This is an optimization exercise on Yosys and OpenROAD, whose aim is a short achievable clock period and few clock cycles, not a production implementation.

==> maple <==
// MultiCPU
module MultiCPU(
    input clk,
    input reset,
    input [31:0] Data_in,
    output mem_w,
    output [2:0] RAMCtrl,
    output [31:0] Data_out,
    output [31:0] Addr_out
    );
export LEC_CHECK = 0
export CAP_MARGIN = 30
export CELL_PAD_IN_SITES_DETAIL_PLACEMENT = 1
export CELL_PAD_IN_SITES_GLOBAL_PLACEMENT = 1
export CORE_MARGIN = 2
export CORE_UTILIZATION = 40
export PLACE_DENSITY = 0.55
export SLEW_MARGIN = 30
export SYNTH_HIERARCHICAL = 1
export SYNTH_MINIMUM_KEEP_SIZE = 0
create_clock -name core_clock -period 13.0 [get_ports {clk}]
standard.sh (not shown) runs the stock make flow with config.mk's settings and CLKGATE_MAP_FILE= SYNTH_SCRIPT=/design/flow/synth_recipe.tcl, a recipe that flattens the netlist after the stock synthesis.
==> flow/flow/run.sh <==
#!/bin/bash
set -euo pipefail
cd "$(dirname "$0")/.."
MARGIN=$(cat flow/setup_margin.txt)
bash standard.sh SETUP_SLACK_MARGIN=$MARGIN finish > flow_make.log 2>&1
==> flow/flow/setup_margin.txt <==
8.3
==> nickel (differences from maple) <==
--- a/flow/design.v
+++ b/flow/design.v
@@ -2,55 +2,22 @@
 module CpuInc(
     input  [31:0] pc,
     output [31:0] p2,
     output [31:0] p4
     );
     assign p2 = pc + 32'd2;
     assign p4 = pc + 32'd4;
 endmodule
-module CpuAdd #(parameter W = 32) (
-    input  [W-1:0] a,
-    input  [W-1:0] b,
-    input          cin,
-    output [W-1:0] s,
-    output         cout
-    );
-    localparam L = $clog2(W);
-    wire [W-1:0] p0 = a ^ b;
-    wire [W-1:0] g0 = a & b;
-    wire [(L+1)*W-1:0] G, P;
-    assign G[W-1:0] = {g0[W-1:1], g0[0] | (p0[0] & cin)};
-    assign P[W-1:0] = p0;
-    genvar k, i;
-    generate
-        for (k = 0; k < L; k = k + 1) begin : lvl
-            for (i = 0; i < W; i = i + 1) begin : bt
-                if (i >= (1 << k)) begin : comb
-                    assign G[(k+1)*W + i] = G[k*W + i] | (P[k*W + i] & G[k*W + i - (1 << k)]);
-                    assign P[(k+1)*W + i] = P[k*W + i] & P[k*W + i - (1 << k)];
-                end else begin : ps
-                    assign G[(k+1)*W + i] = G[k*W + i];
-                    assign P[(k+1)*W + i] = P[k*W + i];
-                end
-            end
-        end
-    endgenerate
-    wire [W-1:0] c = {G[L*W +: W-1], cin};      
-    assign s    = p0 ^ c;
-    assign cout = G[L*W + W-1];
-endmodule
 `timescale 1ns / 1ps
 module CpuExe(
     input  [31:0] opA,           
     input  [31:0] opB,
     input  [31:0] resW0,         
     input  [31:0] resW1,
-    input  [31:0] cW0,           
-    input  [31:0] cW1,
     input         fAw1, fAw0, fAr,   
     input         fBw1, fBw0, fBr,
     input  [4:0]  shE,           
     input         bgE,
     input         fSw1, fSw0,    
     input  [31:0] imm,           
     input         oAdd, oSub, oAnd, oOr, oXor, oNor, oSlt, oSltu, oSll, oSr, oSra, oImm,
     input         ld,            
@@ -64,51 +31,38 @@
     output        eq,            
     output        sgn,           
     output        condF          
     );
     wire [31:0] A = fAw1 ? resW1 : fAw0 ? resW0 : opA;
     wire [31:0] B = fBw1 ? resW1 : fBw0 ? resW0 : opB;
     wire [4:0]  sh  = fSw1 ? resW1[4:0] : fSw0 ? resW0[4:0] : shE;
     wire        big = fSw1 ? |resW1[31:5] : fSw0 ? |resW0[31:5] : bgE;
-    wire [31:0] dif;
-    wire        cs, cd;
-    CpuAdd #(32) adS(.a(A), .b(B),  .cin(1'b0), .s(sum), .cout(cs));
-    CpuAdd #(32) adD(.a(A), .b(~B), .cin(1'b1), .s(dif), .cout(cd));
-    wire        ltu  = ~cd;
+    assign sum = A + B;
+    wire [32:0] dif = {1'b0, A} - {1'b0, B};
+    wire        ltu  = dif[32];
     wire        lts  = (A[31] ^ B[31]) ? A[31] : dif[31];
     wire [31:0] shl  = big ? 32'd0 : (A << sh);
     wire        fill = oSra & A[31];
     wire [63:0] srw  = {{32{fill}}, A} >> sh;
     wire [31:0] shr  = big ? {32{fill}} : srw[31:0];
-    wire [31:0] alu = ({32{oAdd}} & sum) | ({32{oSub}} & dif) |
+    wire [31:0] alu = ({32{oAdd}} & sum) | ({32{oSub}} & dif[31:0]) |
                       ({32{oAnd}} & (A & B)) | ({32{oOr}} & (A | B)) |
                       ({32{oXor}} & (A ^ B)) | ({32{oNor}} & ~(A | B)) |
                       {31'd0, (oSlt & lts) | (oSltu & ltu)} |
                       ({32{oSll}} & shl) | ({32{oSr}} & shr) |
                       ({32{oImm}} & imm);
     assign res  = alu | ({32{ld}} & Data_in);
     assign resR = alu | ({32{ld}} & Data_in);
     assign resS = alu | ({32{ld}} & Data_in);
-    wire e_rr = (opA == opB), e_r0 = (opA == cW0), e_r1 = (opA == cW1);
-    wire e_0r = (cW0 == opB), e_1r = (cW1 == opB), e_01 = (cW0 == cW1);
-    assign eq = (fAr  & ((fBr & e_rr) | (fBw0 & e_r0) | (fBw1 & e_r1))) |
-                (fAw0 & ((fBr & e_0r) | fBw0 | (fBw1 & e_01))) |
-                (fAw1 & ((fBr & e_1r) | (fBw0 & e_01) | fBw1));
-    assign sgn = A[31];
-    wire kq_r = (opA == kq), kq_0 = (cW0 == kq), kq_1 = (cW1 == kq);
-    wire eqK  = (fAr & kq_r) | (fAw0 & kq_0) | (fAw1 & kq_1);
-    wire an_r = ((opA & opB) == 32'd0), an_0 = ((cW0 & opB) == 32'd0), an_1 = ((cW1 & opB) == 32'd0);
-    wire zAB  = (fAr & an_r) | (fAw0 & an_0) | (fAw1 & an_1);
-    wire ak_r = ((opA & kq) == 32'd0), ak_0 = ((cW0 & kq) == 32'd0), ak_1 = ((cW1 & kq) == 32'd0);
-    wire zAK  = (fAr & ak_r) | (fAw0 & ak_0) | (fAw1 & ak_1);
-    wire z_r  = (opA == 32'd0), z_0 = (cW0 == 32'd0), z_1 = (cW1 == 32'd0), zb_r = (opB == 32'd0);
-    wire zA   = (fAr & z_r) | (fAw0 & z_0) | (fAw1 & z_1);
-    wire zB   = (fBr & zb_r) | (fBw0 & z_0) | (fBw1 & z_1);
-    assign condF = (k[5] & eq) | (k[4] & eqK) | (k[3] & zAB) | (k[2] & zAK) | (k[1] & zA & zB);
+    assign eq    = (A == B);
+    assign sgn   = A[31];
+    assign condF = (k[5] & (A == B)) | (k[4] & (A == kq)) |
+                   (k[3] & ((A & B) == 32'd0)) | (k[2] & ((A & kq) == 32'd0)) |
+                   (k[1] & ((A | B) == 32'd0));
 endmodule
 `timescale 1ns / 1ps
 module CpuRd(
     input  [32*32-1:0] rf,       
     input  [4:0]       r,
     input  [31:1]      oh,
     input  [4:0]       rdW0,
     input  [31:0]      resW0,
@@ -144,21 +98,19 @@
     always @(*) begin
         acc = 32'd0;
         for (k = 1; k < 32; k = k + 1)
             acc = acc | ({32{oh[k]}} & rf[k*32 +: 32]);
     end
     wire w1 = (rdW1 != 5'd0) && (rdW1 == r);
     wire w0 = (rdW0 != 5'd0) && (rdW0 == r) && !w1;
     assign v  = w1 ? resW1 : w0 ? resW0 : acc;
-    wire [11:0] ad1, ad0, adr;
-    wire        c1, c0, cr;
-    CpuAdd #(12) a1(.a(resW1[11:0]), .b(off), .cin(1'b0), .s(ad1), .cout(c1));
-    CpuAdd #(12) a0(.a(resW0[11:0]), .b(off), .cin(1'b0), .s(ad0), .cout(c0));
-    CpuAdd #(12) ar(.a(acc[11:0]),   .b(off), .cin(1'b0), .s(adr), .cout(cr));
+    wire [11:0] ad1 = resW1[11:0] + off;
+    wire [11:0] ad0 = resW0[11:0] + off;
+    wire [11:0] adr = acc[11:0] + off;
     assign ad = w1 ? ad1 : w0 ? ad0 : adr;
 endmodule
 `timescale 1ns / 1ps
 module CpuDec(
     input  [31:0] ir,
     output [4:0]  rs,
     output [4:0]  rt,
     output [4:0]  dst,           
@@ -247,17 +199,17 @@
                 6'h0B: ltu = 1'b1;
                 6'h0C: n = 1'b1;
                 6'h0D: o = 1'b1;
                 6'h0E: x = 1'b1;
                 default: a = 1'b1;
             endcase
         end
     end
-    assign fk = {s | x, a & isIalu, n & isIalu, isSh, o, 1'b0};
+    assign fk = {s | x, a & isIalu, n, isSh, o, 1'b0};
     assign {oAdd, oSub, oAnd, oOr, oXor, oNor, oSlt, oSltu, oSll, oSr, oSra} =
            {a, s, n, o, x, nr, lt, ltu, sl, sr, sra};
 endmodule
 `timescale 1ns / 1ps
 module MultiCPU(
     input clk,
     input reset,
     input [31:0] Data_in,
@@ -437,24 +389,24 @@
     wire [31:0] pc2a = pc0 + 32'd2;
     wire [31:0] pc2b = pc1 + 32'd2;
     wire [31:0] btgA = {pc0[31:1], 1'b1} + {simA[30:0], 1'b1};    
     wire [31:0] btgB = {pc1[31:1], 1'b1} + {simB[30:0], 1'b1};
     wire [31:0] tgtA  = jA ? {pc2a[31:27], ir0[25:0], 1'b0} : brA ? btgA : jrw ? jrS : rsVa;
     wire [31:0] tgtB  = jB ? {pc2b[31:27], ir1[25:0], 1'b0} : brB ? btgB : rsVb;
     wire [31:0] resE0, resE1, sum0, sum1;
     wire        eq0, eq1, sg0, sg1, condF, cf1;
-    CpuExe ex0(.opA(opA0), .opB(opB0), .resW0(resW0), .resW1(resW1), .cW0(resS0), .cW1(resS1),
+    CpuExe ex0(.opA(opA0), .opB(opB0), .resW0(resW0), .resW1(resW1),
                .fAw1(fA0w1), .fAw0(fA0w0), .fAr(fA0r), .fBw1(fB0w1), .fBw0(fB0w0), .fBr(fB0r),
                .shE(shE0), .bgE(bgE0), .fSw1(fS0w1), .fSw0(fS0w0), .imm(imE0),
                .oAdd(fnE0[11]), .oSub(fnE0[10]), .oAnd(fnE0[9]), .oOr(fnE0[8]), .oXor(fnE0[7]),
                .oNor(fnE0[6]), .oSlt(fnE0[5]), .oSltu(fnE0[4]), .oSll(fnE0[3]), .oSr(fnE0[2]),
                .oSra(fnE0[1]), .oImm(fnE0[0]), .ld(ldE0), .Data_in(Data_in), .k(kE), .kq(kq),
                .res(resE0), .resR(resER0), .resS(resES0), .sum(sum0), .eq(eq0), .sgn(sg0), .condF(condF));
-    CpuExe ex1(.opA(opA1), .opB(opB1), .resW0(resW0), .resW1(resW1), .cW0(resR0), .cW1(resR1),
+    CpuExe ex1(.opA(opA1), .opB(opB1), .resW0(resW0), .resW1(resW1),
                .fAw1(fA1w1), .fAw0(fA1w0), .fAr(fA1r), .fBw1(fB1w1), .fBw0(fB1w0), .fBr(fB1r),
                .shE(shE1), .bgE(bgE1), .fSw1(fS1w1), .fSw0(fS1w0), .imm(imE1),
                .oAdd(fnE1[11]), .oSub(fnE1[10]), .oAnd(fnE1[9]), .oOr(fnE1[8]), .oXor(fnE1[7]),
                .oNor(fnE1[6]), .oSlt(fnE1[5]), .oSltu(fnE1[4]), .oSll(fnE1[3]), .oSr(fnE1[2]),
                .oSra(fnE1[1]), .oImm(fnE1[0]), .ld(ldE1), .Data_in(Data_in), .k(6'd0), .kq(32'd0),
                .res(resE1), .resR(resER1), .resS(resES1), .sum(sum1), .eq(eq1), .sgn(sg1), .condF(cf1));
     wire [31:0] D0    = fD0w1 ? resW1 : fD0w0 ? resW0 : opD0;
     wire [31:0] D1    = fD1w1 ? resW1 : fD1w0 ? resW0 : opD1;
MIN_ROUTING_LAYER = met2   (was not set)
PLACE_DENSITY = not set   (was 0.55)
==> summary of the runs <==
nickel died in global routing (5_1_grt). maple went through all stages and came out clean.
Synthesized cell count: maple is higher than nickel (about 4%).
In nickel the synthesized area is lower than in maple, by 3.6%.
No functional check of the RTL was part of any run of this note.

afterwards: timing with drivers on the ports:
How much do the figures lean on ideal ports? The routed layout below was timed once more, with nothing changed but the port constraints.
Step 1, drivers: a clkbuf_16 drives clk and a buf_2 each remaining input, both assumed.
Step 2 adds t to the input delays and takes it off the output delays; t is the mean of the earliest and latest rising clock arrival at the registers after step 1. Input paths then give back, and output paths get back, about the clock's delay inside the block.
Slacks: no drivers / after step 1 / after step 2; pairs: no drivers / after step 1.
run: maple
t (ns): 1.339
setup WS [ns]: 7.955 / 7.955 / 7.277
hold WS [ns]: 0.312 / 0.312 / 0.312
worst data-port slew with drivers (ns): 0.09
After both steps setup and hold are still met in maple. For maple, drivers alone change the setup slack by 0.000 ns; drivers and shift together by -0.678 ns.
